Background: an optimization exercise with open tools, aiming at small area and a short achievable clock period. Do not read the settings as production practice. No functional check of the RTL was part of any run shown here.

## flow/design.v (module list and top-level ports; edited modules follow where they fit)
// module HarmonicMean: 57 lines
// module hm_divrow: 694 lines
// module hm_mul16lo: 418 lines
// module hm_sum4: 15 lines
module HarmonicMean (
    input wire clk,
    input wire reset,
    input wire [15:0] data1,
    input wire [15:0] data2,
    input wire [15:0] data3,
    input wire [15:0] data4,
    input wire data_valid1,
    input wire data_valid2,
    input wire data_valid3,
    input wire data_valid4,
    output wire [15:0] harmonic_mean,
    output reg data_ready
);
  // ...
==> flow/flow/run.sh <==
#!/bin/bash
# Standard synthesis, then full-adder polarity clean-up on its netlist, then the
# standard layout from that netlist. Each tool's output goes to its own log here.
set -euo pipefail
R=orfs/results/$FLOW_PLATFORM/HarmonicMean/base
bash standard.sh synth > synth.log 2>&1
cp $R/1_2_yosys.v 1_2_yosys.standard.v
python3 flow/fapol.py 1_2_yosys.standard.v $R/1_2_yosys.v > fapol.log 2>&1
bash standard.sh finish SETUP_SLACK_MARGIN=26 > layout.log 2>&1
==> flow/flow/fapol.py <==
#!/usr/bin/env python3
"""Flips the polarity of full-adder cells in a Yosys netlist to remove inverters.

A full adder is self-dual: fa(~a, ~b, ~c) = (~cout, ~sum). Flipping one takes the
complements of its inputs (reusing inverters already there) and complements its
outputs (absorbing the inverters on them). A flip is kept when it lowers the
inverter count. usage: fapol.py in.v out.v
"""
import re, sys
from collections import defaultdict

src = open(sys.argv[1]).read()
mod_m = re.search(r'^module\s+(\w+)\s*\((.*?)\);', src, re.S | re.M)
body_start = mod_m.end()
end_idx = src.rindex('endmodule')
body = src[body_start:end_idx]

inst_re = re.compile(r'^\s*(sky130_fd_sc_hd__\w+)\s+(\S+)\s*\((.*?)\);', re.S | re.M)
pin_re = re.compile(r'\.(\w+)\(([^()]*)\)')
insts = {}
order = []
for m in inst_re.finditer(body):
    typ, name, pins = m.group(1), m.group(2), m.group(3)
    insts[name] = {'type': typ, 'pins': {p: n.strip() for p, n in pin_re.findall(pins)}}
    order.append(name)
other = inst_re.sub('', body)  # declarations and assigns
assert 'assign' not in other or True
ports_out = set()
for m in re.finditer(r'^\s*output\s+(\[\d+:\d+\]\s+)?(\S+)\s*;', body, re.M):
    rng, nm = m.group(1), m.group(2)
    if rng:
        a, b = map(int, re.findall(r'\d+', rng))
        for i in range(min(a, b), max(a, b) + 1):
            ports_out.add(f'{nm}[{i}]')
    else:
        ports_out.add(nm)
assigns = re.findall(r'^\s*assign\s+(.*?)\s*=\s*(.*?);', other, re.M)
assign_nets = set()
for l, r in assigns:
    assign_nets.add(l.strip()); assign_nets.add(r.strip())

def is_inv(t): return re.fullmatch(r'sky130_fd_sc_hd__(clk)?inv_\d+', t) is not None
def is_fa(t): return re.fullmatch(r'sky130_fd_sc_hd__fa_\d+', t) is not None
OUTPINS = {'X', 'Y', 'Q', 'Q_N', 'COUT', 'SUM', 'HI', 'LO'}

def norm(n):
    return n.replace(' ', '')

def maps():
    drv, loads = {}, defaultdict(list)
    for nm, ins in insts.items():
        for p, n in ins['pins'].items():
            if not n: continue
            k = norm(n)
            if p in OUTPINS: drv[k] = (nm, p)
            else: loads[k].append((nm, p))
    return drv, loads

cnt = [0]
newwires = []
def fresh():
    cnt[0] += 1
    w = f'fapol_n{cnt[0]}'
    newwires.append(w)
    return w
def new_inv(a, y):
    cnt[0] += 1
    nm = f'fapol_i{cnt[0]}'
    insts[nm] = {'type': 'sky130_fd_sc_hd__inv_1', 'pins': {'A': a, 'Y': y}}
    return nm

def protected(n):
    return norm(n) in ports_out or norm(n) in assign_nets

def delta(f, drv, loads):
    ins = insts[f]['pins']
    d = 0
    seen = set()
    for p in ('A', 'B', 'CIN'):
        n = norm(ins[p])
        if n in seen: continue
        seen.add(n)
        dv = drv.get(n)
        if dv and is_inv(insts[dv[0]]['type']):
            ld = loads[n]
            if all(x[0] == f for x in ld) and not protected(n): d -= 1
        elif any(is_inv(insts[x[0]]['type']) for x in loads[n]):
            pass
        else:
            d += 1
    for p in ('SUM', 'COUT'):
        n = norm(ins.get(p, ''))
        if not n: continue
        ld = loads[n]
        k = [x for x in ld if is_inv(insts[x[0]]['type'])]
        rest = [x for x in ld if not is_inv(insts[x[0]]['type'])]
        d -= len([x for x in k if not protected(insts[x[0]]['pins']['Y'])])
        if rest or protected(n): d += 1
    return d

def flip(f, drv, loads):
    ins = insts[f]['pins']
    comp = {}
    for p in ('A', 'B', 'CIN'):
        n = norm(ins[p])
        if n in comp:
            ins[p] = comp[n]; continue
        dv = drv.get(n)
        if dv and is_inv(insts[dv[0]]['type']):
            c = insts[dv[0]]['pins']['A']
        else:
            invs = [x for x in loads[n] if is_inv(insts[x[0]]['type'])]
            if invs:
                c = insts[invs[0][0]]['pins']['Y']
            else:
                c = fresh(); new_inv(ins[p], c)
        comp[n] = c
        ins[p] = c
    for p in ('SUM', 'COUT'):
        n = ins.get(p, '')
        if not n or not n.strip(): continue
        nn = fresh()
        ins[p] = nn
        new_inv(nn, n)

def cleanup():
    changed = True
    while changed:
        changed = False
        drv, loads = maps()
        for nm in list(insts):
            ins = insts.get(nm)
            if ins is None or not is_inv(ins['type']): continue
            y = norm(ins['pins']['Y'])
            if not loads[y] and not protected(y):
                del insts[nm]; changed = True; continue
            a = norm(ins['pins']['A'])
            dv = drv.get(a)
            if dv and is_inv(insts[dv[0]]['type']) and not protected(y):
                m = insts[dv[0]]['pins']['A']
                for (ln, lp) in loads[y]:
                    insts[ln]['pins'][lp] = m
                del insts[nm]; changed = True
        if changed: continue
        # merge inverters on the same input
        byin = defaultdict(list)
        for nm, ins in insts.items():
            if is_inv(ins['type']): byin[norm(ins['pins']['A'])].append(nm)
        for a, lst in byin.items():
            if len(lst) < 2: continue
            keep = lst[0]
            ky = insts[keep]['pins']['Y']
            for nm in lst[1:]:
                y = norm(insts[nm]['pins']['Y'])
                if protected(y): continue
                for (ln, lp) in loads[y]:
                    insts[ln]['pins'][lp] = ky
                del insts[nm]; changed = True
            if changed: break

def ninv():
    return sum(1 for i in insts.values() if is_inv(i['type']))

cleanup()
before = ninv()
it = 0
while True:
    drv, loads = maps()
    best, bd = None, 0
    for nm, ins in insts.items():
        if is_fa(ins['type']):
            d = delta(nm, drv, loads)
            if d < bd: best, bd = nm, d
    if best is None: break
    flip(best, drv, loads)
    cleanup()
    it += 1
after = ninv()
print(f'fapol: {it} flips, inverters {before} -> {after}', file=sys.stderr)

# write out
def fmt(n):
    n = n.strip()
    return n + ' ' if n.startswith('\\') else n
used = set()
for ins in insts.values():
    for n in ins['pins'].values(): used.add(norm(n))
lines = []
decl = other
wires = ''.join(f'  wire {w};\n' for w in newwires if w in used)
out = src[:body_start] + decl.rstrip('\n') + '\n' + wires
for nm, ins in insts.items():
    pins = ',\n'.join(f'    .{p}({fmt(n)})' for p, n in ins['pins'].items())
    out += f'  {ins["type"]} {nm} (\n{pins}\n  );\n'
out += 'endmodule\n' + src[end_idx + len('endmodule'):].lstrip('\n')
open(sys.argv[2], 'w').write(out)
==> flow/standard.sh <==
#!/bin/bash
# synth_recipe.tcl (not shown) runs the flow's synth.tcl, then flattens the netlist and writes it again
# the make line also repeats each setting of config.mk as NAME=value (left out here)
make -C /OpenROAD-flow-scripts/flow DESIGN_CONFIG=/design/flow/config.mk WORK_HOME=/design/flow/orfs CLKGATE_MAP_FILE= SYNTH_SCRIPT=/design/flow/synth_recipe.tcl "${@:-finish}"
==> flow/config.mk <==
export PLATFORM = sky130hd
export DESIGN_NAME = HarmonicMean
export DESIGN_NICKNAME = HarmonicMean
export VERILOG_FILES = /design/flow/design.v
export SDC_FILE = /design/flow/constraint.sdc
export NUM_CORES = 4
export LEC_CHECK = 0
export ABC_AREA = 1
export CAP_MARGIN = 70
export CORE_MARGIN = 2
export CORE_UTILIZATION = 40
export SLEW_MARGIN = 70
==> flow/constraint.sdc <==
create_clock -name core_clock -period 56.0 [get_ports {clk}]
set_input_delay 11.2000 -clock core_clock [delete_from_list [all_inputs] [get_ports {clk}]]
set_output_delay 11.2000 -clock core_clock [all_outputs]
set_load 0.01 [all_outputs]
==> run notes, run 1 <==
status=complete, no violations; Core Box Area=46800 sq um; non-clock buffer count in the final layout=303; met1 Track Usage GR=0.290; gr ovfl total=0; most frequent cells in the layout=nand2_1 (674), inv_1 (376), fa_1 (314); top cell category=multi-input gates; CTS tree=done; CP Launch Point=den_q[0]; Post-Route Utilization=0.502; Rows=79; number of diodes=0; number of I/O port buffers=86; Clock Skew=0 ns; Total Die Area=49400 sq um; Startpoint Class=register; H-Tree Depth=2; top layer used by detailed routing=met4; Slowest Stage Delay on Critical Path=0.55 ns; Initial Util=0.407; post-route DRC violation count=0; delay-heaviest family, CP=compound AO/OA/AOI/OAI gates; CTS Buf Count=5; metal2 WL=30.4 mm; Final Cycle Share=0.553; CP max stage cell=dfstp_2; Sum Neg Setup Slack=0 ns
==> module HarmonicMean, before the edit <==
module HarmonicMean (
    input wire clk,
    input wire reset,
    input wire [15:0] data1,
    input wire [15:0] data2,
    input wire [15:0] data3,
    input wire [15:0] data4,
    input wire data_valid1,
    input wire data_valid2,
    input wire data_valid3,
    input wire data_valid4,
    output wire [15:0] harmonic_mean,
    output reg data_ready
);
wire [15:0] p12, p34, hm_num, hm_den;
hm_mul16lo u_m12 (.a(data1), .b(data2), .p(p12));
hm_mul16lo u_m34 (.a(data3), .b(data4), .p(p34));
hm_mul16lo u_mn (.a(p12), .b(p34), .p(hm_num));
hm_sum4 u_sum (.a(data1), .b(data2), .c(data3), .d(data4), .s(hm_den));
wire all_valid = data_valid1 & data_valid2 & data_valid3 & data_valid4;
wire [15:0] ra [12:16];
wire [15:12] qa;
assign ra[16] = hm_num;
genvar i;
generate
    for (i = 15; i >= 12; i = i - 1) begin : rowa
        hm_divrow #(.I(i)) u (.r(ra[i+1]), .d(hm_den), .q(qa[i]), .rn(ra[i]));
    end
endgenerate
reg [15:0] rem_q;
reg [15:0] den_q;
reg [15:12] qhi_q;
always @(posedge clk or posedge reset) begin
    if (reset) begin
        rem_q <= 16'd0;
        den_q <= 16'd1;
        qhi_q <= 0;
        data_ready <= 1'b0;
    end else begin
        if (all_valid) begin
            rem_q <= ra[12];
            den_q <= hm_den;
            qhi_q <= qa;
        end
        data_ready <= all_valid;
    end
end
wire [15:0] rb [0:12];
wire [11:0] qb;
assign rb[12] = rem_q;
generate
    for (i = 11; i >= 0; i = i - 1) begin : rowb
        hm_divrow #(.I(i)) u (.r(rb[i+1]), .d(den_q), .q(qb[i]), .rn(rb[i]));
    end
endgenerate
assign harmonic_mean = {qhi_q, qb};
endmodule
==> run 2: changes to the inputs <==
--- a/flow/design.v
+++ b/flow/design.v
@@ -19,13 +19,13 @@
 hm_sum4 u_sum (.a(data1), .b(data2), .c(data3), .d(data4), .s(hm_den));
 wire all_valid = data_valid1 & data_valid2 & data_valid3 & data_valid4;
-wire [15:0] ra [12:16];
 wire [15:12] qa;
-assign ra[16] = hm_num;
-genvar i;
-generate
-    for (i = 15; i >= 12; i = i - 1) begin : rowa
-        hm_divrow #(.I(i)) u (.r(ra[i+1]), .d(hm_den), .q(qa[i]), .rn(ra[i]));
-    end
-endgenerate
+wire [15:0] a_r15;
+hm_divrow #(.I(15)) u_a_row15 (.r(hm_num), .d(hm_den), .q(qa[15]), .rn(a_r15));
+wire [15:0] a_r14;
+hm_divrow #(.I(14)) u_a_row14 (.r(a_r15), .d(hm_den), .q(qa[14]), .rn(a_r14));
+wire [15:0] a_r13;
+hm_divrow #(.I(13)) u_a_row13 (.r(a_r14), .d(hm_den), .q(qa[13]), .rn(a_r13));
+wire [15:0] a_r12;
+hm_divrow #(.I(12)) u_a_row12 (.r(a_r13), .d(hm_den), .q(qa[12]), .rn(a_r12));
 reg [15:0] rem_q;
 reg [15:0] den_q;
@@ -39,5 +39,5 @@
     end else begin
         if (all_valid) begin
-            rem_q <= ra[12];
+            rem_q <= a_r12;
             den_q <= hm_den;
             qhi_q <= qa;
@@ -46,12 +46,29 @@
     end
 end
-wire [15:0] rb [0:12];
 wire [11:0] qb;
-assign rb[12] = rem_q;
-generate
-    for (i = 11; i >= 0; i = i - 1) begin : rowb
-        hm_divrow #(.I(i)) u (.r(rb[i+1]), .d(den_q), .q(qb[i]), .rn(rb[i]));
-    end
-endgenerate
+wire [15:0] b_r11;
+hm_divrow #(.I(11)) u_b_row11 (.r(rem_q), .d(den_q), .q(qb[11]), .rn(b_r11));
+wire [15:0] b_r10;
+hm_divrow #(.I(10)) u_b_row10 (.r(b_r11), .d(den_q), .q(qb[10]), .rn(b_r10));
+wire [15:0] b_r9;
+hm_divrow #(.I(9)) u_b_row9 (.r(b_r10), .d(den_q), .q(qb[9]), .rn(b_r9));
+wire [15:0] b_r8;
+hm_divrow #(.I(8)) u_b_row8 (.r(b_r9), .d(den_q), .q(qb[8]), .rn(b_r8));
+wire [15:0] b_r7;
+hm_divrow #(.I(7)) u_b_row7 (.r(b_r8), .d(den_q), .q(qb[7]), .rn(b_r7));
+wire [15:0] b_r6;
+hm_divrow #(.I(6)) u_b_row6 (.r(b_r7), .d(den_q), .q(qb[6]), .rn(b_r6));
+wire [15:0] b_r5;
+hm_divrow #(.I(5)) u_b_row5 (.r(b_r6), .d(den_q), .q(qb[5]), .rn(b_r5));
+wire [15:0] b_r4;
+hm_divrow #(.I(4)) u_b_row4 (.r(b_r5), .d(den_q), .q(qb[4]), .rn(b_r4));
+wire [15:0] b_r3;
+hm_divrow #(.I(3)) u_b_row3 (.r(b_r4), .d(den_q), .q(qb[3]), .rn(b_r3));
+wire [15:0] b_r2;
+hm_divrow #(.I(2)) u_b_row2 (.r(b_r3), .d(den_q), .q(qb[2]), .rn(b_r2));
+wire [15:0] b_r1;
+hm_divrow #(.I(1)) u_b_row1 (.r(b_r2), .d(den_q), .q(qb[1]), .rn(b_r1));
+wire [15:0] b_r0;
+hm_divrow #(.I(0)) u_b_row0 (.r(b_r1), .d(den_q), .q(qb[0]), .rn(b_r0));
 assign harmonic_mean = {qhi_q, qb};
 endmodule
@@ -70,5 +87,5 @@
             wire [15:0] b = d[15:0];
             wire [15:0] g0 = ~a & b;
-            wire [15:0] p0 = ~(a ^ b);
+            wire [15:0] p0 = ~a | b;
             wire g1_1 = g0[1] | (p0[1] & g0[0]);
             wire p1_1 = p0[1] & p0[0];
@@ -87,68 +104,56 @@
             wire g1_15 = g0[15] | (p0[15] & g0[14]);
             wire p1_15 = p0[15] & p0[14];
-            wire g2_2 = g0[2] | (p0[2] & g1_1);
-            wire p2_2 = p0[2] & p1_1;
             wire g2_3 = g1_3 | (p1_3 & g1_1);
             wire p2_3 = p1_3 & p1_1;
-            wire g2_6 = g0[6] | (p0[6] & g1_5);
-            wire p2_6 = p0[6] & p1_5;
             wire g2_7 = g1_7 | (p1_7 & g1_5);
             wire p2_7 = p1_7 & p1_5;
-            wire g2_10 = g0[10] | (p0[10] & g1_9);
-            wire p2_10 = p0[10] & p1_9;
             wire g2_11 = g1_11 | (p1_11 & g1_9);
             wire p2_11 = p1_11 & p1_9;
-            wire g2_14 = g0[14] | (p0[14] & g1_13);
-            wire p2_14 = p0[14] & p1_13;
             wire g2_15 = g1_15 | (p1_15 & g1_13);
             wire p2_15 = p1_15 & p1_13;
-            wire g3_4 = g0[4] | (p0[4] & g2_3);
-            wire p3_4 = p0[4] & p2_3;
-            wire g3_5 = g1_5 | (p1_5 & g2_3);
-            wire p3_5 = p1_5 & p2_3;
-            wire g3_6 = g2_6 | (p2_6 & g2_3);
-            wire p3_6 = p2_6 & p2_3;
             wire g3_7 = g2_7 | (p2_7 & g2_3);
             wire p3_7 = p2_7 & p2_3;
-            wire g3_12 = g0[12] | (p0[12] & g2_11);
-            wire p3_12 = p0[12] & p2_11;
-            wire g3_13 = g1_13 | (p1_13 & g2_11);
-            wire p3_13 = p1_13 & p2_11;
-            wire g3_14 = g2_14 | (p2_14 & g2_11);
-            wire p3_14 = p2_14 & p2_11;
             wire g3_15 = g2_15 | (p2_15 & g2_11);
             wire p3_15 = p2_15 & p2_11;
-            wire g4_8 = g0[8] | (p0[8] & g3_7);
-            wire p4_8 = p0[8] & p3_7;
-            wire g4_9 = g1_9 | (p1_9 & g3_7);
-            wire p4_9 = p1_9 & p3_7;
-            wire g4_10 = g2_10 | (p2_10 & g3_7);
-            wire p4_10 = p2_10 & p3_7;
-            wire g4_11 = g2_11 | (p2_11 & g3_7);
-            wire p4_11 = p2_11 & p3_7;
-            wire g4_12 = g3_12 | (p3_12 & g3_7);
-            wire p4_12 = p3_12 & p3_7;
-            wire g4_13 = g3_13 | (p3_13 & g3_7);
-            wire p4_13 = p3_13 & p3_7;
-            wire g4_14 = g3_14 | (p3_14 & g3_7);
-            wire p4_14 = p3_14 & p3_7;
             wire g4_15 = g3_15 | (p3_15 & g3_7);
             wire p4_15 = p3_15 & p3_7;
-            assign df[0] = a[0] ^ b[0] ^ 1'b0;
-            assign df[1] = a[1] ^ b[1] ^ g0[0];
-            assign df[2] = a[2] ^ b[2] ^ g1_1;
-            assign df[3] = a[3] ^ b[3] ^ g2_2;
-            assign df[4] = a[4] ^ b[4] ^ g2_3;
-            assign df[5] = a[5] ^ b[5] ^ g3_4;
-            assign df[6] = a[6] ^ b[6] ^ g3_5;
-            assign df[7] = a[7] ^ b[7] ^ g3_6;
-            assign df[8] = a[8] ^ b[8] ^ g3_7;
-            assign df[9] = a[9] ^ b[9] ^ g4_8;
-            assign df[10] = a[10] ^ b[10] ^ g4_9;
-            assign df[11] = a[11] ^ b[11] ^ g4_10;
-            assign df[12] = a[12] ^ b[12] ^ g4_11;
-            assign df[13] = a[13] ^ b[13] ^ g4_12;
-            assign df[14] = a[14] ^ b[14] ^ g4_13;
-            assign df[15] = a[15] ^ b[15] ^ g4_14;
+            wire g5_11 = g2_11 | (p2_11 & g3_7);
+            wire p5_11 = p2_11 & p3_7;
+            wire g6_5 = g1_5 | (p1_5 & g2_3);
+            wire p6_5 = p1_5 & p2_3;
+            wire g6_9 = g1_9 | (p1_9 & g3_7);
+            wire p6_9 = p1_9 & p3_7;
+            wire g6_13 = g1_13 | (p1_13 & g5_11);
+            wire p6_13 = p1_13 & p5_11;
+            wire g7_2 = g0[2] | (p0[2] & g1_1);
+            wire p7_2 = p0[2] & p1_1;
+            wire g7_4 = g0[4] | (p0[4] & g2_3);
+            wire p7_4 = p0[4] & p2_3;
+            wire g7_6 = g0[6] | (p0[6] & g6_5);
+            wire p7_6 = p0[6] & p6_5;
+            wire g7_8 = g0[8] | (p0[8] & g3_7);
+            wire p7_8 = p0[8] & p3_7;
+            wire g7_10 = g0[10] | (p0[10] & g6_9);
+            wire p7_10 = p0[10] & p6_9;
+            wire g7_12 = g0[12] | (p0[12] & g5_11);
+            wire p7_12 = p0[12] & p5_11;
+            wire g7_14 = g0[14] | (p0[14] & g6_13);
+            wire p7_14 = p0[14] & p6_13;
+            assign df[0] = b[0] ^ 1'b0;
+            assign df[1] = b[1] ^ g0[0];
+            assign df[2] = b[2] ^ g1_1;
+            assign df[3] = b[3] ^ g7_2;
+            assign df[4] = b[4] ^ g2_3;
+            assign df[5] = b[5] ^ g7_4;
+            assign df[6] = b[6] ^ g6_5;
+            assign df[7] = b[7] ^ g7_6;
+            assign df[8] = b[8] ^ g3_7;
+            assign df[9] = b[9] ^ g7_8;
+            assign df[10] = b[10] ^ g6_9;
+            assign df[11] = b[11] ^ g7_10;
+            assign df[12] = b[12] ^ g5_11;
+            assign df[13] = b[13] ^ g7_12;
+            assign df[14] = b[14] ^ g6_13;
+            assign df[15] = b[15] ^ g7_14;
             assign bo = g4_15;
         end
@@ -157,5 +162,5 @@
             wire [14:0] b = d[14:0];
             wire [14:0] g0 = ~a & b;
-            wire [14:0] p0 = ~(a ^ b);
+            wire [14:0] p0 = ~a | b;
             wire g1_1 = g0[1] | (p0[1] & g0[0]);
             wire p1_1 = p0[1] & p0[0];
@@ -172,62 +177,50 @@
             wire g1_13 = g0[13] | (p0[13] & g0[12]);
             wire p1_13 = p0[13] & p0[12];
-            wire g2_2 = g0[2] | (p0[2] & g1_1);
-            wire p2_2 = p0[2] & p1_1;
             wire g2_3 = g1_3 | (p1_3 & g1_1);
             wire p2_3 = p1_3 & p1_1;
-            wire g2_6 = g0[6] | (p0[6] & g1_5);
-            wire p2_6 = p0[6] & p1_5;
             wire g2_7 = g1_7 | (p1_7 & g1_5);
             wire p2_7 = p1_7 & p1_5;
-            wire g2_10 = g0[10] | (p0[10] & g1_9);
-            wire p2_10 = p0[10] & p1_9;
             wire g2_11 = g1_11 | (p1_11 & g1_9);
             wire p2_11 = p1_11 & p1_9;
-            wire g2_14 = g0[14] | (p0[14] & g1_13);
-            wire p2_14 = p0[14] & p1_13;
-            wire g3_4 = g0[4] | (p0[4] & g2_3);
-            wire p3_4 = p0[4] & p2_3;
-            wire g3_5 = g1_5 | (p1_5 & g2_3);
-            wire p3_5 = p1_5 & p2_3;
-            wire g3_6 = g2_6 | (p2_6 & g2_3);
-            wire p3_6 = p2_6 & p2_3;
             wire g3_7 = g2_7 | (p2_7 & g2_3);
             wire p3_7 = p2_7 & p2_3;
-            wire g3_12 = g0[12] | (p0[12] & g2_11);
-            wire p3_12 = p0[12] & p2_11;
-            wire g3_13 = g1_13 | (p1_13 & g2_11);
-            wire p3_13 = p1_13 & p2_11;
-            wire g3_14 = g2_14 | (p2_14 & g2_11);
-            wire p3_14 = p2_14 & p2_11;
-            wire g4_8 = g0[8] | (p0[8] & g3_7);
-            wire p4_8 = p0[8] & p3_7;
-            wire g4_9 = g1_9 | (p1_9 & g3_7);
-            wire p4_9 = p1_9 & p3_7;
-            wire g4_10 = g2_10 | (p2_10 & g3_7);
-            wire p4_10 = p2_10 & p3_7;
             wire g4_11 = g2_11 | (p2_11 & g3_7);
             wire p4_11 = p2_11 & p3_7;
-            wire g4_12 = g3_12 | (p3_12 & g3_7);
-            wire p4_12 = p3_12 & p3_7;
-            wire g4_13 = g3_13 | (p3_13 & g3_7);
-            wire p4_13 = p3_13 & p3_7;
-            wire g4_14 = g3_14 | (p3_14 & g3_7);
-            wire p4_14 = p3_14 & p3_7;
-            assign df[0] = a[0] ^ b[0] ^ 1'b0;
-            assign df[1] = a[1] ^ b[1] ^ g0[0];
-            assign df[2] = a[2] ^ b[2] ^ g1_1;
-            assign df[3] = a[3] ^ b[3] ^ g2_2;
-            assign df[4] = a[4] ^ b[4] ^ g2_3;
-            assign df[5] = a[5] ^ b[5] ^ g3_4;
-            assign df[6] = a[6] ^ b[6] ^ g3_5;
-            assign df[7] = a[7] ^ b[7] ^ g3_6;
-            assign df[8] = a[8] ^ b[8] ^ g3_7;
-            assign df[9] = a[9] ^ b[9] ^ g4_8;
-            assign df[10] = a[10] ^ b[10] ^ g4_9;
-            assign df[11] = a[11] ^ b[11] ^ g4_10;
-            assign df[12] = a[12] ^ b[12] ^ g4_11;
-            assign df[13] = a[13] ^ b[13] ^ g4_12;
-            assign df[14] = a[14] ^ b[14] ^ g4_13;
-            assign bo = g4_14;
+            wire g5_5 = g1_5 | (p1_5 & g2_3);
+            wire p5_5 = p1_5 & p2_3;
+            wire g5_9 = g1_9 | (p1_9 & g3_7);
+            wire p5_9 = p1_9 & p3_7;
+            wire g5_13 = g1_13 | (p1_13 & g4_11);
+            wire p5_13 = p1_13 & p4_11;
+            wire g6_2 = g0[2] | (p0[2] & g1_1);
+            wire p6_2 = p0[2] & p1_1;
+            wire g6_4 = g0[4] | (p0[4] & g2_3);
+            wire p6_4 = p0[4] & p2_3;
+            wire g6_6 = g0[6] | (p0[6] & g5_5);
+            wire p6_6 = p0[6] & p5_5;
+            wire g6_8 = g0[8] | (p0[8] & g3_7);
+            wire p6_8 = p0[8] & p3_7;
+            wire g6_10 = g0[10] | (p0[10] & g5_9);
+            wire p6_10 = p0[10] & p5_9;
+            wire g6_12 = g0[12] | (p0[12] & g4_11);
+            wire p6_12 = p0[12] & p4_11;
+            wire g6_14 = g0[14] | (p0[14] & g5_13);
+            wire p6_14 = p0[14] & p5_13;
+            assign df[0] = b[0] ^ 1'b0;
+            assign df[1] = b[1] ^ g0[0];
+            assign df[2] = b[2] ^ g1_1;
+            assign df[3] = b[3] ^ g6_2;
+            assign df[4] = b[4] ^ g2_3;
+            assign df[5] = b[5] ^ g6_4;
+            assign df[6] = b[6] ^ g5_5;
+            assign df[7] = b[7] ^ g6_6;
+            assign df[8] = b[8] ^ g3_7;
+            assign df[9] = b[9] ^ g6_8;
+            assign df[10] = b[10] ^ g5_9;
+            assign df[11] = b[11] ^ g6_10;
+            assign df[12] = b[12] ^ g4_11;
+            assign df[13] = b[13] ^ g6_12;
+            assign df[14] = b[14] ^ g5_13;
+            assign bo = g6_14;
         end
         else if (I == 2) begin : w14
@@ -235,5 +228,5 @@
             wire [13:0] b = d[13:0];
             wire [13:0] g0 = ~a & b;
-            wire [13:0] p0 = ~(a ^ b);
+            wire [13:0] p0 = ~a | b;
             wire g1_1 = g0[1] | (p0[1] & g0[0]);
             wire p1_1 = p0[1] & p0[0];
@@ -250,55 +243,47 @@
             wire g1_13 = g0[13] | (p0[13] & g0[12]);
             wire p1_13 = p0[13] & p0[12];
-            wire g2_2 = g0[2] | (p0[2] & g1_1);
-            wire p2_2 = p0[2] & p1_1;
             wire g2_3 = g1_3 | (p1_3 & g1_1);
             wire p2_3 = p1_3 & p1_1;
-            wire g2_6 = g0[6] | (p0[6] & g1_5);
-            wire p2_6 = p0[6] & p1_5;
             wire g2_7 = g1_7 | (p1_7 & g1_5);
             wire p2_7 = p1_7 & p1_5;
-            wire g2_10 = g0[10] | (p0[10] & g1_9);
-            wire p2_10 = p0[10] & p1_9;
             wire g2_11 = g1_11 | (p1_11 & g1_9);
             wire p2_11 = p1_11 & p1_9;
-            wire g3_4 = g0[4] | (p0[4] & g2_3);
-            wire p3_4 = p0[4] & p2_3;
-            wire g3_5 = g1_5 | (p1_5 & g2_3);
-            wire p3_5 = p1_5 & p2_3;
-            wire g3_6 = g2_6 | (p2_6 & g2_3);
-            wire p3_6 = p2_6 & p2_3;
             wire g3_7 = g2_7 | (p2_7 & g2_3);
             wire p3_7 = p2_7 & p2_3;
-            wire g3_12 = g0[12] | (p0[12] & g2_11);
-            wire p3_12 = p0[12] & p2_11;
-            wire g3_13 = g1_13 | (p1_13 & g2_11);
-            wire p3_13 = p1_13 & p2_11;
-            wire g4_8 = g0[8] | (p0[8] & g3_7);
-            wire p4_8 = p0[8] & p3_7;
-            wire g4_9 = g1_9 | (p1_9 & g3_7);
-            wire p4_9 = p1_9 & p3_7;
-            wire g4_10 = g2_10 | (p2_10 & g3_7);
-            wire p4_10 = p2_10 & p3_7;
             wire g4_11 = g2_11 | (p2_11 & g3_7);
             wire p4_11 = p2_11 & p3_7;
-            wire g4_12 = g3_12 | (p3_12 & g3_7);
-            wire p4_12 = p3_12 & p3_7;
-            wire g4_13 = g3_13 | (p3_13 & g3_7);
-            wire p4_13 = p3_13 & p3_7;
-            assign df[0] = a[0] ^ b[0] ^ 1'b0;
-            assign df[1] = a[1] ^ b[1] ^ g0[0];
-            assign df[2] = a[2] ^ b[2] ^ g1_1;
-            assign df[3] = a[3] ^ b[3] ^ g2_2;
-            assign df[4] = a[4] ^ b[4] ^ g2_3;
-            assign df[5] = a[5] ^ b[5] ^ g3_4;
-            assign df[6] = a[6] ^ b[6] ^ g3_5;
-            assign df[7] = a[7] ^ b[7] ^ g3_6;
-            assign df[8] = a[8] ^ b[8] ^ g3_7;
-            assign df[9] = a[9] ^ b[9] ^ g4_8;
-            assign df[10] = a[10] ^ b[10] ^ g4_9;
-            assign df[11] = a[11] ^ b[11] ^ g4_10;
-            assign df[12] = a[12] ^ b[12] ^ g4_11;
-            assign df[13] = a[13] ^ b[13] ^ g4_12;
-            assign bo = g4_13;
+            wire g5_5 = g1_5 | (p1_5 & g2_3);
+            wire p5_5 = p1_5 & p2_3;
+            wire g5_9 = g1_9 | (p1_9 & g3_7);
+            wire p5_9 = p1_9 & p3_7;
+            wire g5_13 = g1_13 | (p1_13 & g4_11);
+            wire p5_13 = p1_13 & p4_11;
+            wire g6_2 = g0[2] | (p0[2] & g1_1);
+            wire p6_2 = p0[2] & p1_1;
+            wire g6_4 = g0[4] | (p0[4] & g2_3);
+            wire p6_4 = p0[4] & p2_3;
+            wire g6_6 = g0[6] | (p0[6] & g5_5);
+            wire p6_6 = p0[6] & p5_5;
+            wire g6_8 = g0[8] | (p0[8] & g3_7);
+            wire p6_8 = p0[8] & p3_7;
+            wire g6_10 = g0[10] | (p0[10] & g5_9);
+            wire p6_10 = p0[10] & p5_9;
+            wire g6_12 = g0[12] | (p0[12] & g4_11);
+            wire p6_12 = p0[12] & p4_11;
+            assign df[0] = b[0] ^ 1'b0;
+            assign df[1] = b[1] ^ g0[0];
+            assign df[2] = b[2] ^ g1_1;
+            assign df[3] = b[3] ^ g6_2;
+            assign df[4] = b[4] ^ g2_3;
+            assign df[5] = b[5] ^ g6_4;
+            assign df[6] = b[6] ^ g5_5;
+            assign df[7] = b[7] ^ g6_6;
+            assign df[8] = b[8] ^ g3_7;
+            assign df[9] = b[9] ^ g6_8;
+            assign df[10] = b[10] ^ g5_9;
+            assign df[11] = b[11] ^ g6_10;
+            assign df[12] = b[12] ^ g4_11;
+            assign df[13] = b[13] ^ g6_12;
+            assign bo = g5_13;
         end
         else if (I == 3) begin : w13
@@ -306,5 +291,5 @@
             wire [12:0] b = d[12:0];
             wire [12:0] g0 = ~a & b;
-            wire [12:0] p0 = ~(a ^ b);
+            wire [12:0] p0 = ~a | b;
             wire g1_1 = g0[1] | (p0[1] & g0[0]);
             wire p1_1 = p0[1] & p0[0];
@@ -319,50 +304,44 @@
             wire g1_11 = g0[11] | (p0[11] & g0[10]);
             wire p1_11 = p0[11] & p0[10];
-            wire g2_2 = g0[2] | (p0[2] & g1_1);
-            wire p2_2 = p0[2] & p1_1;
             wire g2_3 = g1_3 | (p1_3 & g1_1);
             wire p2_3 = p1_3 & p1_1;
-            wire g2_6 = g0[6] | (p0[6] & g1_5);
-            wire p2_6 = p0[6] & p1_5;
             wire g2_7 = g1_7 | (p1_7 & g1_5);
             wire p2_7 = p1_7 & p1_5;
-            wire g2_10 = g0[10] | (p0[10] & g1_9);
-            wire p2_10 = p0[10] & p1_9;
             wire g2_11 = g1_11 | (p1_11 & g1_9);
             wire p2_11 = p1_11 & p1_9;
-            wire g3_4 = g0[4] | (p0[4] & g2_3);
-            wire p3_4 = p0[4] & p2_3;
-            wire g3_5 = g1_5 | (p1_5 & g2_3);
-            wire p3_5 = p1_5 & p2_3;
-            wire g3_6 = g2_6 | (p2_6 & g2_3);
-            wire p3_6 = p2_6 & p2_3;
             wire g3_7 = g2_7 | (p2_7 & g2_3);
             wire p3_7 = p2_7 & p2_3;
-            wire g3_12 = g0[12] | (p0[12] & g2_11);
-            wire p3_12 = p0[12] & p2_11;
-            wire g4_8 = g0[8] | (p0[8] & g3_7);
-            wire p4_8 = p0[8] & p3_7;
-            wire g4_9 = g1_9 | (p1_9 & g3_7);
-            wire p4_9 = p1_9 & p3_7;
-            wire g4_10 = g2_10 | (p2_10 & g3_7);
-            wire p4_10 = p2_10 & p3_7;
             wire g4_11 = g2_11 | (p2_11 & g3_7);
             wire p4_11 = p2_11 & p3_7;
-            wire g4_12 = g3_12 | (p3_12 & g3_7);
-            wire p4_12 = p3_12 & p3_7;
-            assign df[0] = a[0] ^ b[0] ^ 1'b0;
-            assign df[1] = a[1] ^ b[1] ^ g0[0];
-            assign df[2] = a[2] ^ b[2] ^ g1_1;
-            assign df[3] = a[3] ^ b[3] ^ g2_2;
-            assign df[4] = a[4] ^ b[4] ^ g2_3;
-            assign df[5] = a[5] ^ b[5] ^ g3_4;
-            assign df[6] = a[6] ^ b[6] ^ g3_5;
-            assign df[7] = a[7] ^ b[7] ^ g3_6;
-            assign df[8] = a[8] ^ b[8] ^ g3_7;
-            assign df[9] = a[9] ^ b[9] ^ g4_8;
-            assign df[10] = a[10] ^ b[10] ^ g4_9;
-            assign df[11] = a[11] ^ b[11] ^ g4_10;
-            assign df[12] = a[12] ^ b[12] ^ g4_11;
-            assign bo = g4_12;
+            wire g5_5 = g1_5 | (p1_5 & g2_3);
+            wire p5_5 = p1_5 & p2_3;
+            wire g5_9 = g1_9 | (p1_9 & g3_7);
+            wire p5_9 = p1_9 & p3_7;
+            wire g6_2 = g0[2] | (p0[2] & g1_1);
+            wire p6_2 = p0[2] & p1_1;
+            wire g6_4 = g0[4] | (p0[4] & g2_3);
+            wire p6_4 = p0[4] & p2_3;
+            wire g6_6 = g0[6] | (p0[6] & g5_5);
+            wire p6_6 = p0[6] & p5_5;
+            wire g6_8 = g0[8] | (p0[8] & g3_7);
+            wire p6_8 = p0[8] & p3_7;
+            wire g6_10 = g0[10] | (p0[10] & g5_9);
+            wire p6_10 = p0[10] & p5_9;
+            wire g6_12 = g0[12] | (p0[12] & g4_11);
+            wire p6_12 = p0[12] & p4_11;
+            assign df[0] = b[0] ^ 1'b0;
+            assign df[1] = b[1] ^ g0[0];
+            assign df[2] = b[2] ^ g1_1;
+            assign df[3] = b[3] ^ g6_2;
+            assign df[4] = b[4] ^ g2_3;
+            assign df[5] = b[5] ^ g6_4;
+            assign df[6] = b[6] ^ g5_5;
+            assign df[7] = b[7] ^ g6_6;
+            assign df[8] = b[8] ^ g3_7;
+            assign df[9] = b[9] ^ g6_8;
+            assign df[10] = b[10] ^ g5_9;
+            assign df[11] = b[11] ^ g6_10;
+            assign df[12] = b[12] ^ g4_11;
+            assign bo = g6_12;
         end
         else if (I == 4) begin : w12
@@ -370,5 +349,5 @@
             wire [11:0] b = d[11:0];
             wire [11:0] g0 = ~a & b;
-            wire [11:0] p0 = ~(a ^ b);
+            wire [11:0] p0 = ~a | b;
             wire g1_1 = g0[1] | (p0[1] & g0[0]);
             wire p1_1 = p0[1] & p0[0];
@@ -383,44 +362,40 @@
             wire g1_11 = g0[11] | (p0[11] & g0[10]);
             wire p1_11 = p0[11] & p0[10];
-            wire g2_2 = g0[2] | (p0[2] & g1_1);
-            wire p2_2 = p0[2] & p1_1;
             wire g2_3 = g1_3 | (p1_3 & g1_1);
             wire p2_3 = p1_3 & p1_1;
-            wire g2_6 = g0[6] | (p0[6] & g1_5);
-            wire p2_6 = p0[6] & p1_5;
             wire g2_7 = g1_7 | (p1_7 & g1_5);
             wire p2_7 = p1_7 & p1_5;
-            wire g2_10 = g0[10] | (p0[10] & g1_9);
-            wire p2_10 = p0[10] & p1_9;
             wire g2_11 = g1_11 | (p1_11 & g1_9);
             wire p2_11 = p1_11 & p1_9;
-            wire g3_4 = g0[4] | (p0[4] & g2_3);
-            wire p3_4 = p0[4] & p2_3;
-            wire g3_5 = g1_5 | (p1_5 & g2_3);
-            wire p3_5 = p1_5 & p2_3;
-            wire g3_6 = g2_6 | (p2_6 & g2_3);
-            wire p3_6 = p2_6 & p2_3;
             wire g3_7 = g2_7 | (p2_7 & g2_3);
             wire p3_7 = p2_7 & p2_3;
-            wire g4_8 = g0[8] | (p0[8] & g3_7);
-            wire p4_8 = p0[8] & p3_7;
-            wire g4_9 = g1_9 | (p1_9 & g3_7);
-            wire p4_9 = p1_9 & p3_7;
-            wire g4_10 = g2_10 | (p2_10 & g3_7);
-            wire p4_10 = p2_10 & p3_7;
             wire g4_11 = g2_11 | (p2_11 & g3_7);
             wire p4_11 = p2_11 & p3_7;
-            assign df[0] = a[0] ^ b[0] ^ 1'b0;
-            assign df[1] = a[1] ^ b[1] ^ g0[0];
-            assign df[2] = a[2] ^ b[2] ^ g1_1;
-            assign df[3] = a[3] ^ b[3] ^ g2_2;
-            assign df[4] = a[4] ^ b[4] ^ g2_3;
-            assign df[5] = a[5] ^ b[5] ^ g3_4;
-            assign df[6] = a[6] ^ b[6] ^ g3_5;
-            assign df[7] = a[7] ^ b[7] ^ g3_6;
-            assign df[8] = a[8] ^ b[8] ^ g3_7;
-            assign df[9] = a[9] ^ b[9] ^ g4_8;
-            assign df[10] = a[10] ^ b[10] ^ g4_9;
-            assign df[11] = a[11] ^ b[11] ^ g4_10;
+            wire g5_5 = g1_5 | (p1_5 & g2_3);
+            wire p5_5 = p1_5 & p2_3;
+            wire g5_9 = g1_9 | (p1_9 & g3_7);
+            wire p5_9 = p1_9 & p3_7;
+            wire g6_2 = g0[2] | (p0[2] & g1_1);
+            wire p6_2 = p0[2] & p1_1;
+            wire g6_4 = g0[4] | (p0[4] & g2_3);
+            wire p6_4 = p0[4] & p2_3;
+            wire g6_6 = g0[6] | (p0[6] & g5_5);
+            wire p6_6 = p0[6] & p5_5;
+            wire g6_8 = g0[8] | (p0[8] & g3_7);
+            wire p6_8 = p0[8] & p3_7;
+            wire g6_10 = g0[10] | (p0[10] & g5_9);
+            wire p6_10 = p0[10] & p5_9;
+            assign df[0] = b[0] ^ 1'b0;
+            assign df[1] = b[1] ^ g0[0];
+            assign df[2] = b[2] ^ g1_1;
+            assign df[3] = b[3] ^ g6_2;
+            assign df[4] = b[4] ^ g2_3;
+            assign df[5] = b[5] ^ g6_4;
+            assign df[6] = b[6] ^ g5_5;
+            assign df[7] = b[7] ^ g6_6;
+            assign df[8] = b[8] ^ g3_7;
+            assign df[9] = b[9] ^ g6_8;
+            assign df[10] = b[10] ^ g5_9;
+            assign df[11] = b[11] ^ g6_10;
             assign bo = g4_11;
         end
@@ -429,5 +404,5 @@
             wire [10:0] b = d[10:0];
             wire [10:0] g0 = ~a & b;
-            wire [10:0] p0 = ~(a ^ b);
+            wire [10:0] p0 = ~a | b;
             wire g1_1 = g0[1] | (p0[1] & g0[0]);
             wire p1_1 = p0[1] & p0[0];
@@ -440,40 +415,36 @@
             wire g1_9 = g0[9] | (p0[9] & g0[8]);
             wire p1_9 = p0[9] & p0[8];
-            wire g2_2 = g0[2] | (p0[2] & g1_1);
-            wire p2_2 = p0[2] & p1_1;
             wire g2_3 = g1_3 | (p1_3 & g1_1);
             wire p2_3 = p1_3 & p1_1;
-            wire g2_6 = g0[6] | (p0[6] & g1_5);
-            wire p2_6 = p0[6] & p1_5;
             wire g2_7 = g1_7 | (p1_7 & g1_5);
             wire p2_7 = p1_7 & p1_5;
-            wire g2_10 = g0[10] | (p0[10] & g1_9);
-            wire p2_10 = p0[10] & p1_9;
-            wire g3_4 = g0[4] | (p0[4] & g2_3);
-            wire p3_4 = p0[4] & p2_3;
-            wire g3_5 = g1_5 | (p1_5 & g2_3);
-            wire p3_5 = p1_5 & p2_3;
-            wire g3_6 = g2_6 | (p2_6 & g2_3);
-            wire p3_6 = p2_6 & p2_3;
             wire g3_7 = g2_7 | (p2_7 & g2_3);
             wire p3_7 = p2_7 & p2_3;
-            wire g4_8 = g0[8] | (p0[8] & g3_7);
-            wire p4_8 = p0[8] & p3_7;
+            wire g4_5 = g1_5 | (p1_5 & g2_3);
+            wire p4_5 = p1_5 & p2_3;
             wire g4_9 = g1_9 | (p1_9 & g3_7);
             wire p4_9 = p1_9 & p3_7;
-            wire g4_10 = g2_10 | (p2_10 & g3_7);
-            wire p4_10 = p2_10 & p3_7;
-            assign df[0] = a[0] ^ b[0] ^ 1'b0;
-            assign df[1] = a[1] ^ b[1] ^ g0[0];
-            assign df[2] = a[2] ^ b[2] ^ g1_1;
-            assign df[3] = a[3] ^ b[3] ^ g2_2;
-            assign df[4] = a[4] ^ b[4] ^ g2_3;
-            assign df[5] = a[5] ^ b[5] ^ g3_4;
-            assign df[6] = a[6] ^ b[6] ^ g3_5;
-            assign df[7] = a[7] ^ b[7] ^ g3_6;
-            assign df[8] = a[8] ^ b[8] ^ g3_7;
-            assign df[9] = a[9] ^ b[9] ^ g4_8;
-            assign df[10] = a[10] ^ b[10] ^ g4_9;
-            assign bo = g4_10;
+            wire g5_2 = g0[2] | (p0[2] & g1_1);
+            wire p5_2 = p0[2] & p1_1;
+            wire g5_4 = g0[4] | (p0[4] & g2_3);
+            wire p5_4 = p0[4] & p2_3;
+            wire g5_6 = g0[6] | (p0[6] & g4_5);
+            wire p5_6 = p0[6] & p4_5;
+            wire g5_8 = g0[8] | (p0[8] & g3_7);
+            wire p5_8 = p0[8] & p3_7;
+            wire g5_10 = g0[10] | (p0[10] & g4_9);
+            wire p5_10 = p0[10] & p4_9;
+            assign df[0] = b[0] ^ 1'b0;
+            assign df[1] = b[1] ^ g0[0];
+            assign df[2] = b[2] ^ g1_1;
+            assign df[3] = b[3] ^ g5_2;
+            assign df[4] = b[4] ^ g2_3;
+            assign df[5] = b[5] ^ g5_4;
+            assign df[6] = b[6] ^ g4_5;
+            assign df[7] = b[7] ^ g5_6;
+            assign df[8] = b[8] ^ g3_7;
+            assign df[9] = b[9] ^ g5_8;
+            assign df[10] = b[10] ^ g4_9;
+            assign bo = g5_10;
         end
         else if (I == 6) begin : w10
@@ -481,5 +452,5 @@
             wire [9:0] b = d[9:0];
             wire [9:0] g0 = ~a & b;
-            wire [9:0] p0 = ~(a ^ b);
+            wire [9:0] p0 = ~a | b;
             wire g1_1 = g0[1] | (p0[1] & g0[0]);
             wire p1_1 = p0[1] & p0[0];
@@ -492,34 +463,32 @@
             wire g1_9 = g0[9] | (p0[9] & g0[8]);
             wire p1_9 = p0[9] & p0[8];
-            wire g2_2 = g0[2] | (p0[2] & g1_1);
-            wire p2_2 = p0[2] & p1_1;
             wire g2_3 = g1_3 | (p1_3 & g1_1);
             wire p2_3 = p1_3 & p1_1;
-            wire g2_6 = g0[6] | (p0[6] & g1_5);
-            wire p2_6 = p0[6] & p1_5;
             wire g2_7 = g1_7 | (p1_7 & g1_5);
             wire p2_7 = p1_7 & p1_5;
-            wire g3_4 = g0[4] | (p0[4] & g2_3);
-            wire p3_4 = p0[4] & p2_3;
-            wire g3_5 = g1_5 | (p1_5 & g2_3);
-            wire p3_5 = p1_5 & p2_3;
-            wire g3_6 = g2_6 | (p2_6 & g2_3);
-            wire p3_6 = p2_6 & p2_3;
             wire g3_7 = g2_7 | (p2_7 & g2_3);
             wire p3_7 = p2_7 & p2_3;
-            wire g4_8 = g0[8] | (p0[8] & g3_7);
-            wire p4_8 = p0[8] & p3_7;
+            wire g4_5 = g1_5 | (p1_5 & g2_3);
+            wire p4_5 = p1_5 & p2_3;
             wire g4_9 = g1_9 | (p1_9 & g3_7);
             wire p4_9 = p1_9 & p3_7;
-            assign df[0] = a[0] ^ b[0] ^ 1'b0;
-            assign df[1] = a[1] ^ b[1] ^ g0[0];
-            assign df[2] = a[2] ^ b[2] ^ g1_1;
-            assign df[3] = a[3] ^ b[3] ^ g2_2;
-            assign df[4] = a[4] ^ b[4] ^ g2_3;
-            assign df[5] = a[5] ^ b[5] ^ g3_4;
-            assign df[6] = a[6] ^ b[6] ^ g3_5;
-            assign df[7] = a[7] ^ b[7] ^ g3_6;
-            assign df[8] = a[8] ^ b[8] ^ g3_7;
-            assign df[9] = a[9] ^ b[9] ^ g4_8;
+            wire g5_2 = g0[2] | (p0[2] & g1_1);
+            wire p5_2 = p0[2] & p1_1;
+            wire g5_4 = g0[4] | (p0[4] & g2_3);
+            wire p5_4 = p0[4] & p2_3;
+            wire g5_6 = g0[6] | (p0[6] & g4_5);
+            wire p5_6 = p0[6] & p4_5;
+            wire g5_8 = g0[8] | (p0[8] & g3_7);
+            wire p5_8 = p0[8] & p3_7;
+            assign df[0] = b[0] ^ 1'b0;
+            assign df[1] = b[1] ^ g0[0];
+            assign df[2] = b[2] ^ g1_1;
+            assign df[3] = b[3] ^ g5_2;
+            assign df[4] = b[4] ^ g2_3;
+            assign df[5] = b[5] ^ g5_4;
+            assign df[6] = b[6] ^ g4_5;
+            assign df[7] = b[7] ^ g5_6;
+            assign df[8] = b[8] ^ g3_7;
+            assign df[9] = b[9] ^ g5_8;
             assign bo = g4_9;
         end
@@ -528,5 +497,5 @@
             wire [8:0] b = d[8:0];
             wire [8:0] g0 = ~a & b;
-            wire [8:0] p0 = ~(a ^ b);
+            wire [8:0] p0 = ~a | b;
             wire g1_1 = g0[1] | (p0[1] & g0[0]);
             wire p1_1 = p0[1] & p0[0];
@@ -537,32 +506,30 @@
             wire g1_7 = g0[7] | (p0[7] & g0[6]);
             wire p1_7 = p0[7] & p0[6];
-            wire g2_2 = g0[2] | (p0[2] & g1_1);
-            wire p2_2 = p0[2] & p1_1;
             wire g2_3 = g1_3 | (p1_3 & g1_1);
             wire p2_3 = p1_3 & p1_1;
-            wire g2_6 = g0[6] | (p0[6] & g1_5);
-            wire p2_6 = p0[6] & p1_5;
             wire g2_7 = g1_7 | (p1_7 & g1_5);
             wire p2_7 = p1_7 & p1_5;
-            wire g3_4 = g0[4] | (p0[4] & g2_3);
-            wire p3_4 = p0[4] & p2_3;
-            wire g3_5 = g1_5 | (p1_5 & g2_3);
-            wire p3_5 = p1_5 & p2_3;
-            wire g3_6 = g2_6 | (p2_6 & g2_3);
-            wire p3_6 = p2_6 & p2_3;
             wire g3_7 = g2_7 | (p2_7 & g2_3);
             wire p3_7 = p2_7 & p2_3;
-            wire g4_8 = g0[8] | (p0[8] & g3_7);
-            wire p4_8 = p0[8] & p3_7;
-            assign df[0] = a[0] ^ b[0] ^ 1'b0;
-            assign df[1] = a[1] ^ b[1] ^ g0[0];
-            assign df[2] = a[2] ^ b[2] ^ g1_1;
-            assign df[3] = a[3] ^ b[3] ^ g2_2;
-            assign df[4] = a[4] ^ b[4] ^ g2_3;
-            assign df[5] = a[5] ^ b[5] ^ g3_4;
-            assign df[6] = a[6] ^ b[6] ^ g3_5;
-            assign df[7] = a[7] ^ b[7] ^ g3_6;
-            assign df[8] = a[8] ^ b[8] ^ g3_7;
-            assign bo = g4_8;
+            wire g4_5 = g1_5 | (p1_5 & g2_3);
+            wire p4_5 = p1_5 & p2_3;
+            wire g5_2 = g0[2] | (p0[2] & g1_1);
+            wire p5_2 = p0[2] & p1_1;
+            wire g5_4 = g0[4] | (p0[4] & g2_3);
+            wire p5_4 = p0[4] & p2_3;
+            wire g5_6 = g0[6] | (p0[6] & g4_5);
+            wire p5_6 = p0[6] & p4_5;
+            wire g5_8 = g0[8] | (p0[8] & g3_7);
+            wire p5_8 = p0[8] & p3_7;
+            assign df[0] = b[0] ^ 1'b0;
+            assign df[1] = b[1] ^ g0[0];
+            assign df[2] = b[2] ^ g1_1;
+            assign df[3] = b[3] ^ g5_2;
+            assign df[4] = b[4] ^ g2_3;
+            assign df[5] = b[5] ^ g5_4;
+            assign df[6] = b[6] ^ g4_5;
+            assign df[7] = b[7] ^ g5_6;
+            assign df[8] = b[8] ^ g3_7;
+            assign bo = g5_8;
         end
         else if (I == 8) begin : w8
@@ -570,5 +537,5 @@
             wire [7:0] b = d[7:0];
             wire [7:0] g0 = ~a & b;
-            wire [7:0] p0 = ~(a ^ b);
+            wire [7:0] p0 = ~a | b;
             wire g1_1 = g0[1] | (p0[1] & g0[0]);
             wire p1_1 = p0[1] & p0[0];
@@ -579,28 +546,26 @@
             wire g1_7 = g0[7] | (p0[7] & g0[6]);
             wire p1_7 = p0[7] & p0[6];
-            wire g2_2 = g0[2] | (p0[2] & g1_1);
-            wire p2_2 = p0[2] & p1_1;
             wire g2_3 = g1_3 | (p1_3 & g1_1);
             wire p2_3 = p1_3 & p1_1;
-            wire g2_6 = g0[6] | (p0[6] & g1_5);
-            wire p2_6 = p0[6] & p1_5;
             wire g2_7 = g1_7 | (p1_7 & g1_5);
             wire p2_7 = p1_7 & p1_5;
-            wire g3_4 = g0[4] | (p0[4] & g2_3);
-            wire p3_4 = p0[4] & p2_3;
-            wire g3_5 = g1_5 | (p1_5 & g2_3);
-            wire p3_5 = p1_5 & p2_3;
-            wire g3_6 = g2_6 | (p2_6 & g2_3);
-            wire p3_6 = p2_6 & p2_3;
             wire g3_7 = g2_7 | (p2_7 & g2_3);
             wire p3_7 = p2_7 & p2_3;
-            assign df[0] = a[0] ^ b[0] ^ 1'b0;
-            assign df[1] = a[1] ^ b[1] ^ g0[0];
-            assign df[2] = a[2] ^ b[2] ^ g1_1;
-            assign df[3] = a[3] ^ b[3] ^ g2_2;
-            assign df[4] = a[4] ^ b[4] ^ g2_3;
-            assign df[5] = a[5] ^ b[5] ^ g3_4;
-            assign df[6] = a[6] ^ b[6] ^ g3_5;
-            assign df[7] = a[7] ^ b[7] ^ g3_6;
+            wire g4_5 = g1_5 | (p1_5 & g2_3);
+            wire p4_5 = p1_5 & p2_3;
+            wire g5_2 = g0[2] | (p0[2] & g1_1);
+            wire p5_2 = p0[2] & p1_1;
+            wire g5_4 = g0[4] | (p0[4] & g2_3);
+            wire p5_4 = p0[4] & p2_3;
+            wire g5_6 = g0[6] | (p0[6] & g4_5);
+            wire p5_6 = p0[6] & p4_5;
+            assign df[0] = b[0] ^ 1'b0;
+            assign df[1] = b[1] ^ g0[0];
+            assign df[2] = b[2] ^ g1_1;
+            assign df[3] = b[3] ^ g5_2;
+            assign df[4] = b[4] ^ g2_3;
+            assign df[5] = b[5] ^ g5_4;
+            assign df[6] = b[6] ^ g4_5;
+            assign df[7] = b[7] ^ g5_6;
             assign bo = g3_7;
         end
@@ -609,5 +574,5 @@
             wire [6:0] b = d[6:0];
             wire [6:0] g0 = ~a & b;
-            wire [6:0] p0 = ~(a ^ b);
+            wire [6:0] p0 = ~a | b;
             wire g1_1 = g0[1] | (p0[1] & g0[0]);
             wire p1_1 = p0[1] & p0[0];
@@ -616,24 +581,22 @@
             wire g1_5 = g0[5] | (p0[5] & g0[4]);
             wire p1_5 = p0[5] & p0[4];
-            wire g2_2 = g0[2] | (p0[2] & g1_1);
-            wire p2_2 = p0[2] & p1_1;
             wire g2_3 = g1_3 | (p1_3 & g1_1);
             wire p2_3 = p1_3 & p1_1;
-            wire g2_6 = g0[6] | (p0[6] & g1_5);
-            wire p2_6 = p0[6] & p1_5;
-            wire g3_4 = g0[4] | (p0[4] & g2_3);
-            wire p3_4 = p0[4] & p2_3;
             wire g3_5 = g1_5 | (p1_5 & g2_3);
             wire p3_5 = p1_5 & p2_3;
-            wire g3_6 = g2_6 | (p2_6 & g2_3);
-            wire p3_6 = p2_6 & p2_3;
-            assign df[0] = a[0] ^ b[0] ^ 1'b0;
-            assign df[1] = a[1] ^ b[1] ^ g0[0];
-            assign df[2] = a[2] ^ b[2] ^ g1_1;
-            assign df[3] = a[3] ^ b[3] ^ g2_2;
-            assign df[4] = a[4] ^ b[4] ^ g2_3;
-            assign df[5] = a[5] ^ b[5] ^ g3_4;
-            assign df[6] = a[6] ^ b[6] ^ g3_5;
-            assign bo = g3_6;
+            wire g4_2 = g0[2] | (p0[2] & g1_1);
+            wire p4_2 = p0[2] & p1_1;
+            wire g4_4 = g0[4] | (p0[4] & g2_3);
+            wire p4_4 = p0[4] & p2_3;
+            wire g4_6 = g0[6] | (p0[6] & g3_5);
+            wire p4_6 = p0[6] & p3_5;
+            assign df[0] = b[0] ^ 1'b0;
+            assign df[1] = b[1] ^ g0[0];
+            assign df[2] = b[2] ^ g1_1;
+            assign df[3] = b[3] ^ g4_2;
+            assign df[4] = b[4] ^ g2_3;
+            assign df[5] = b[5] ^ g4_4;
+            assign df[6] = b[6] ^ g3_5;
+            assign bo = g4_6;
         end
         else if (I == 10) begin : w6
@@ -641,5 +604,5 @@
             wire [5:0] b = d[5:0];
             wire [5:0] g0 = ~a & b;
-            wire [5:0] p0 = ~(a ^ b);
+            wire [5:0] p0 = ~a | b;
             wire g1_1 = g0[1] | (p0[1] & g0[0]);
             wire p1_1 = p0[1] & p0[0];
@@ -648,18 +611,18 @@
             wire g1_5 = g0[5] | (p0[5] & g0[4]);
             wire p1_5 = p0[5] & p0[4];
-            wire g2_2 = g0[2] | (p0[2] & g1_1);
-            wire p2_2 = p0[2] & p1_1;
             wire g2_3 = g1_3 | (p1_3 & g1_1);
             wire p2_3 = p1_3 & p1_1;
-            wire g3_4 = g0[4] | (p0[4] & g2_3);
-            wire p3_4 = p0[4] & p2_3;
             wire g3_5 = g1_5 | (p1_5 & g2_3);
             wire p3_5 = p1_5 & p2_3;
-            assign df[0] = a[0] ^ b[0] ^ 1'b0;
-            assign df[1] = a[1] ^ b[1] ^ g0[0];
-            assign df[2] = a[2] ^ b[2] ^ g1_1;
-            assign df[3] = a[3] ^ b[3] ^ g2_2;
-            assign df[4] = a[4] ^ b[4] ^ g2_3;
-            assign df[5] = a[5] ^ b[5] ^ g3_4;
+            wire g4_2 = g0[2] | (p0[2] & g1_1);
+            wire p4_2 = p0[2] & p1_1;
+            wire g4_4 = g0[4] | (p0[4] & g2_3);
+            wire p4_4 = p0[4] & p2_3;
+            assign df[0] = b[0] ^ 1'b0;
+            assign df[1] = b[1] ^ g0[0];
+            assign df[2] = b[2] ^ g1_1;
+            assign df[3] = b[3] ^ g4_2;
+            assign df[4] = b[4] ^ g2_3;
+            assign df[5] = b[5] ^ g4_4;
             assign bo = g3_5;
         end
@@ -668,20 +631,20 @@
             wire [4:0] b = d[4:0];
             wire [4:0] g0 = ~a & b;
-            wire [4:0] p0 = ~(a ^ b);
+            wire [4:0] p0 = ~a | b;
             wire g1_1 = g0[1] | (p0[1] & g0[0]);
             wire p1_1 = p0[1] & p0[0];
             wire g1_3 = g0[3] | (p0[3] & g0[2]);
             wire p1_3 = p0[3] & p0[2];
-            wire g2_2 = g0[2] | (p0[2] & g1_1);
-            wire p2_2 = p0[2] & p1_1;
             wire g2_3 = g1_3 | (p1_3 & g1_1);
             wire p2_3 = p1_3 & p1_1;
+            wire g3_2 = g0[2] | (p0[2] & g1_1);
+            wire p3_2 = p0[2] & p1_1;
             wire g3_4 = g0[4] | (p0[4] & g2_3);
             wire p3_4 = p0[4] & p2_3;
-            assign df[0] = a[0] ^ b[0] ^ 1'b0;
-            assign df[1] = a[1] ^ b[1] ^ g0[0];
-            assign df[2] = a[2] ^ b[2] ^ g1_1;
-            assign df[3] = a[3] ^ b[3] ^ g2_2;
-            assign df[4] = a[4] ^ b[4] ^ g2_3;
+            assign df[0] = b[0] ^ 1'b0;
+            assign df[1] = b[1] ^ g0[0];
+            assign df[2] = b[2] ^ g1_1;
+            assign df[3] = b[3] ^ g3_2;
+            assign df[4] = b[4] ^ g2_3;
             assign bo = g3_4;
         end
@@ -690,17 +653,17 @@
             wire [3:0] b = d[3:0];
             wire [3:0] g0 = ~a & b;
-            wire [3:0] p0 = ~(a ^ b);
+            wire [3:0] p0 = ~a | b;
             wire g1_1 = g0[1] | (p0[1] & g0[0]);
             wire p1_1 = p0[1] & p0[0];
             wire g1_3 = g0[3] | (p0[3] & g0[2]);
             wire p1_3 = p0[3] & p0[2];
-            wire g2_2 = g0[2] | (p0[2] & g1_1);
-            wire p2_2 = p0[2] & p1_1;
             wire g2_3 = g1_3 | (p1_3 & g1_1);
             wire p2_3 = p1_3 & p1_1;
-            assign df[0] = a[0] ^ b[0] ^ 1'b0;
-            assign df[1] = a[1] ^ b[1] ^ g0[0];
-            assign df[2] = a[2] ^ b[2] ^ g1_1;
-            assign df[3] = a[3] ^ b[3] ^ g2_2;
+            wire g3_2 = g0[2] | (p0[2] & g1_1);
+            wire p3_2 = p0[2] & p1_1;
+            assign df[0] = b[0] ^ 1'b0;
+            assign df[1] = b[1] ^ g0[0];
+            assign df[2] = b[2] ^ g1_1;
+            assign df[3] = b[3] ^ g3_2;
             assign bo = g2_3;
         end
@@ -709,12 +672,12 @@
             wire [2:0] b = d[2:0];
             wire [2:0] g0 = ~a & b;
-            wire [2:0] p0 = ~(a ^ b);
+            wire [2:0] p0 = ~a | b;
             wire g1_1 = g0[1] | (p0[1] & g0[0]);
             wire p1_1 = p0[1] & p0[0];
             wire g2_2 = g0[2] | (p0[2] & g1_1);
             wire p2_2 = p0[2] & p1_1;
-            assign df[0] = a[0] ^ b[0] ^ 1'b0;
-            assign df[1] = a[1] ^ b[1] ^ g0[0];
-            assign df[2] = a[2] ^ b[2] ^ g1_1;
+            assign df[0] = b[0] ^ 1'b0;
+            assign df[1] = b[1] ^ g0[0];
+            assign df[2] = b[2] ^ g1_1;
             assign bo = g2_2;
         end
@@ -723,9 +686,9 @@
             wire [1:0] b = d[1:0];
             wire [1:0] g0 = ~a & b;
-            wire [1:0] p0 = ~(a ^ b);
+            wire [1:0] p0 = ~a | b;
             wire g1_1 = g0[1] | (p0[1] & g0[0]);
             wire p1_1 = p0[1] & p0[0];
-            assign df[0] = a[0] ^ b[0] ^ 1'b0;
-            assign df[1] = a[1] ^ b[1] ^ g0[0];
+            assign df[0] = b[0] ^ 1'b0;
+            assign df[1] = b[1] ^ g0[0];
             assign bo = g1_1;
         end
@@ -734,6 +697,6 @@
             wire [0:0] b = d[0:0];
             wire [0:0] g0 = ~a & b;
-            wire [0:0] p0 = ~(a ^ b);
-            assign df[0] = a[0] ^ b[0] ^ 1'b0;
+            wire [0:0] p0 = ~a | b;
+            assign df[0] = b[0] ^ 1'b0;
             assign bo = g0[0];
         end
@@ -742,8 +705,8 @@
         if (I == 0) begin : g0
             assign hz = 1'b1;
-            assign rn = q ? df : r;
+            assign rn = r ^ ({16{q}} & df);
         end else begin : gn
             assign hz = ~|d[15:16-I];
-            assign rn = q ? {df, r[I-1:0]} : r;
+            assign rn = {r[15:I] ^ ({(16-I){q}} & df), r[I-1:0]};
         end
     endgenerate
--- a/flow/flow/run.sh
+++ b/flow/flow/run.sh
@@ -7,3 +7,3 @@
 cp $R/1_2_yosys.v 1_2_yosys.standard.v
 python3 flow/fapol.py 1_2_yosys.standard.v $R/1_2_yosys.v > fapol.log 2>&1
-bash standard.sh finish SETUP_SLACK_MARGIN=26 > layout.log 2>&1
+bash standard.sh finish SETUP_SLACK_MARGIN=30 "BUFFER_PORTS_ARGS=-buffer_cell sky130_fd_sc_hd__buf_2" > layout.log 2>&1
--- a/flow/config.mk
+++ b/flow/config.mk
@@ -7,6 +7,6 @@
 export LEC_CHECK = 0
 export ABC_AREA = 1
-export CAP_MARGIN = 70
+export CAP_MARGIN = 20
 export CORE_MARGIN = 2
 export CORE_UTILIZATION = 40
-export SLEW_MARGIN = 70
+export SLEW_MARGIN = 20
==> run notes, run 2 <==
Syn Inst Count=3027; commonest non-fill, non-tap cell in the layout=nand2_1; Detailed Routing Iterations Pass 1=5; Synth Area per Inst=6.66 sq um; DRT Wirelength=59.2 mm; root buf cell=clkbuf_16; # nets final=3463; vias in the first global route=19500; Startpoint Class=register; Top Registers=den_q: 16 flops, rem_q: 16 flops, qhi_q: 4 flops; Reg clk slew, reported paths=0.06 ns; Slowest Stage Delay on Critical Path=0.63 ns (+0.08 ns); via density per instance=5.22; Least-Margin Pin Slew=0.940 ns; initial antenna violation count=0; Sum Neg Setup Slack=0 ns (unchanged); Die Width=229 microns; Layout area overhead=5.08%; RSZ-0062 raised after global routing=false; GRT Total Usage=0.229; Clock Latency Late Sink=0.28 ns; CP max FO=23; die height=229 microns; Critical Path RT=44.80 ns; layout cells sized above 1=0.0964; Total Die Area=52200 sq um (+5.8%); via count=19200; gr ovfl total=0 (unchanged); fin crit period=24.36 ns; number of I/O port buffers=86 (unchanged); Initial Util=0.404 (-0.00361); type of the worst min-delay path=reg -> reg; first-pass GRT wire length=98.2 mm; Rows=82 (+3.8%); Sink Count=37; max_slew headroom=0.369; Crit path top cell by count=nand2_1; fmax=41.0 MHz; status=complete, no violations; Clock Skew=0 ns (unchanged); H-Tree Depth=2 (unchanged); Core Box Area=50000 sq um (+6.9%); Final setup viols=0; Mapped Area=20200 sq um; GP Congestion=0.863; critical path class=reg -> out; Final Max Tran Viols=0; Synth warnings=1; Final Cycle Share=0.435 (-0.118); syn nets=3473; Reg area=932 sq um; hold_buf cts=0; post-route DRC violation count=0 (unchanged); number of diodes=0 (unchanged); area of the multi-input gates=16800 sq um; CTS tree=done; CTS Buf Count=5 (unchanged); Routed Antenna Nets=0; Avg WL per Cell=16.1 microns; worst-case clock buffer depth=2; Hold Fails Final Rpt=0; num ports=87; max-cap viol count=0; CP max stage cell=dfrtp_2; CP endpoint kind=output port; most frequent cells in the layout=nand2_1 (972), inv_1 (433), nand3_1 (318); FILL cells=5298; iteration-0 DRC count of the detailed router=1094; DP HPWL=46.8 mm; largest net degree at the start of global routing=44; Worst Path Arrival=13.16 ns
run 2: per-stage QoR:
step | area [sq um] | instances | hold slack [ns] | setup slack, ns | utilization
floorplan | 20200 | 3027 | 0.465 | 34.75 | -
global placement | 20900 | 3679 | 0.500 | 31.43 | 0.419
detailed placement | 20900 | 3679 | 0.498 | 31.00 | 0.419
CTS | 21100 | 3687 | 0.513 | 30.64 | 0.423
global route | 21200 | 3690 | 0.527 | 30.01 | 0.424
finish | 21200 | 3690 | 0.495 | 31.64 | 0.424
run 2: final cells by class:
| cell class | instances | share of cell area |
|---|---|---|
| Clock buffer | 7 | 0.00673 |
| Clock inverter | 1 | 0.00142 |
| Inverter | 483 | 0.0865 |
| Multi-Input combinational cell | 2382 | 0.793 |
| Sequential cell | 37 | 0.0440 |
| Tap cell | 672 | 0.0397 |
| Timing Repair Buffer | 108 | 0.0283 |
run 2: worst max-delay path, delay by kind of cell (launching register included):
family	cells	cell delay, ns
AO/OA/AOI/OAI	6	1.08
XOR/XNOR	1	0.25
AND/OR/NAND/NOR	94	10.35
buffers and inverters	5	0.54
flip-flops	1	0.63
run 2: timing repair:
action	in CTS	in global routing
gates resized for setup	0	14
setup endpoints to repair	0	2
buffers inserted	0	3
run 2: worst paths after layout:
path	from	end	slack (ns)	depth (start not counted)
min in group asynchronous	reset	rem_q[5]	11.05	3
hold / removal	qhi_q[15]	qhi_q[15]	0.49	2
setup / recovery	den_q[3]	harmonic_mean[0]	31.64	106
setup reg to reg	den_q[10]	den_q[10]	54.15	2
max in group asynchronous	reset	den_q[3]	44.58	3
hold reg to reg	qhi_q[15]	qhi_q[15]	0.49	2
run 2: per-layer routing:
metal  vias to the layer above  GRT usage  share of wire
met5                         -          0              0
met4                         0     0.0737          0.027
met3                       101     0.0142          0.055
met2                       622      0.400           0.48
met1                      9218      0.302           0.44
li1                       9304          -              -

==> static timing again, ports no longer ideal <==
Ports are ideal in the flow. The routed layouts listed here were re-timed in OpenROAD. Step 1, drivers: a clkbuf_16 drives clk and a buf_2 each remaining input, both assumed. Step 2 times the ports against the registers' clock, not the clock port: input delays grow and output delays shrink by t, the midpoint of the rising clock arrivals with the driver on. Slacks: ideal / step 1 / step 2; pairs: ideal / step 1.
run	t, ns	slack for setup (ns)	latest minus earliest clock arrival (ns)	worst slew at a driven data input, ns
run 1	0.321	25.014 / 24.975 / 25.296	0.008 / 0.008	0.04
run 2	0.328	31.637 / 31.591 / 31.918	0.007 / 0.007	0.03
After both steps every run listed still meets setup and hold.
